What follows belongs to an exercise in optimizing a design on an open flow for small area, a short achievable clock period and few clock cycles; a production flow would make more cautious choices.
In this exercise RTL edits were held to simulation tests only and were not proved equivalent to the original.
No activity file was given, so power comes from the tool's default toggle rates.

MS:
// apb_top
module apb_top(
    input        pclk,
    input        presetn,
    input        start,
    input        write,
    input [31:0] addr,
    input [31:0] wdata,
    input [3:0]  strb,
    input [2:0]  prot,
    output [31:0] rdata,
    output        done,
    output        error
);
    wire        wr0, wr1;
    wire [31:0] rd0, rd1;
    reg  [31:0] rdata_q;
    apb_master master (
        .pclk    (pclk),
        .presetn (presetn),
        .start   (start),
        .write   (write),
        .addr    (addr),
        .wr0     (wr0),
        .wr1     (wr1),
        .done    (done),
        .error   (error)
    );
    apb_slave slave0 (
        .pclk    (pclk),
        .presetn (presetn),
        .we      (wr0),
        .rsel    (!addr[12]),
        .idx     (addr[3:2]),
        .strb    (strb),
        .wdata   (wdata),
        .rdata   (rd0)
    );
    apb_slave slave1 (
        .pclk    (pclk),
        .presetn (presetn),
        .we      (wr1),
        .rsel    (addr[12]),
        .idx     (addr[3:2]),
        .strb    (strb),
        .wdata   (wdata),
        .rdata   (rd1)
    );
    always @(posedge pclk)
        rdata_q <= rd0 | rd1;
    assign rdata = rdata_q;
endmodule
Size in the first run: ~900 cells after synthesis, ~300 flip-flops, about 0.011 mm2 of cells after synthesis.
==> flow/config.mk <==
export PLATFORM = sky130hd
export DESIGN_NAME = apb_top
export DESIGN_NICKNAME = apb_top
export VERILOG_FILES = /design/flow/design.v
export SDC_FILE = /design/flow/constraint.sdc
export NUM_CORES = 4
export LEC_CHECK = 0
export ABC_CLOCK_PERIOD_IN_PS = 1200
export CAP_MARGIN = 20
export CORE_MARGIN = 2
export CORE_UTILIZATION = 70
export CTS_BUF_LIST = sky130_fd_sc_hd__clkbuf_8
export CTS_CLUSTER_DIAMETER = 50
export CTS_CLUSTER_SIZE = 16
export SETUP_SLACK_MARGIN = 2.0
export SLEW_MARGIN = 20
==> flow/constraint.sdc <==
create_clock -name core_clock -period 4.0 [get_ports {pclk}]
set_input_delay 0.8000 -clock core_clock [delete_from_list [all_inputs] [get_ports {pclk}]]
set_output_delay 0.8000 -clock core_clock [all_outputs]
set_load 0.01 [all_outputs]
standard.sh (not shown) runs the stock make flow with config.mk's settings and CLKGATE_MAP_FILE= SYNTH_SCRIPT=/design/flow/synth_recipe.tcl, a recipe that flattens the netlist after the stock synthesis.
==> flow/flow/run.sh <==
#!/bin/bash
# The standard layout (bash standard.sh), with the port buffers that
# buffer_ports inserts made of a plain buffer cell instead of the delay cell it
# picks by default. ORFS writes each step's full log under orfs/logs/; make's
# own output goes to make_finish.log here.
set -euo pipefail
bash standard.sh "BUFFER_PORTS_ARGS=-buffer_cell sky130_fd_sc_hd__buf_2" finish > make_finish.log 2>&1
MS finished end to end and its layout was clean on timing, DRC and antenna.
Testbench counts of MS, summed over its fixed seeds: cycles 3,200.
## Diff of input files: JK against MS
Settings: a change of CTS_CLUSTER_DIAMETER from 50 to 60; a change of CTS_CLUSTER_SIZE from 16 to 20; a change of SETUP_SLACK_MARGIN from 2.0 to 2.2; a change of CTS_BUF_LIST from sky130_fd_sc_hd__clkbuf_8 to sky130_fd_sc_hd__clkbuf_16; a change of CORE_UTILIZATION from 70 to 60.
diff --git a/flow/flow/run.sh b/flow/flow/run.sh
--- a/flow/flow/run.sh
+++ b/flow/flow/run.sh
@@ -7 +7 @@
-bash standard.sh "BUFFER_PORTS_ARGS=-buffer_cell sky130_fd_sc_hd__buf_2" finish > make_finish.log 2>&1
+bash standard.sh "BUFFER_PORTS_ARGS=-buffer_cell sky130_fd_sc_hd__buf_2" MATCH_CELL_FOOTPRINT=0 finish > make_finish.log 2>&1
Results
JK was carried through to the last stage, and its layout satisfied the timing, design-rule and antenna checks. In JK, the effective utilization at floorplan came out 9.3 points below the value in MS. Number of cells on the worst reg-to-reg path sits higher in JK than in MS. Between JK and MS, the non-clock buffer share of cell area is higher for JK. The start point of the critical path comes out addr[8] in one run and addr[3] in the other, namely in JK and MS respectively. What MS reported for total power per unit cell area has to be multiplied by 0.906 to get the figure for JK. In the tables for JK and MS, clock network contribution to total cell area reads higher with MS. Tightest slew margin relative to the limit came out higher on JK than on MS. MS has a lower post-route worst hold slack than JK.

re-timing with driven ports:
The results above use ideal ports. As a check the final layouts listed here were re-extracted and re-timed, cells and wires unchanged. Step 1 sets driving cells, clkbuf_16 on the clock port and buf_2 on the other inputs (assumed; they add their load-dependent delay and slew). Step 2, shift: input delay + t, output delay - t, t = (earliest + latest rising clock arrival at the registers) / 2. This alone moves slack from input paths to output paths. Three values: ideal ports, drivers, drivers and shift; two values: the first two.
run | shift t [ns] | setup slack, ns | worst setup path after step 2 | latest minus earliest clock arrival (ns)
MS | 0.621 | 2.003 / 2.003 / 1.382 | input to register | 0.025 / 0.026
JK | 0.546 | 1.936 / 1.953 / 1.406 | input to register | 0.041 / 0.041
After both steps every run listed still meets setup and hold. The setup slack of MS, which loses most, moves by 0.000 ns with the drivers and by -0.621 ns with both steps.
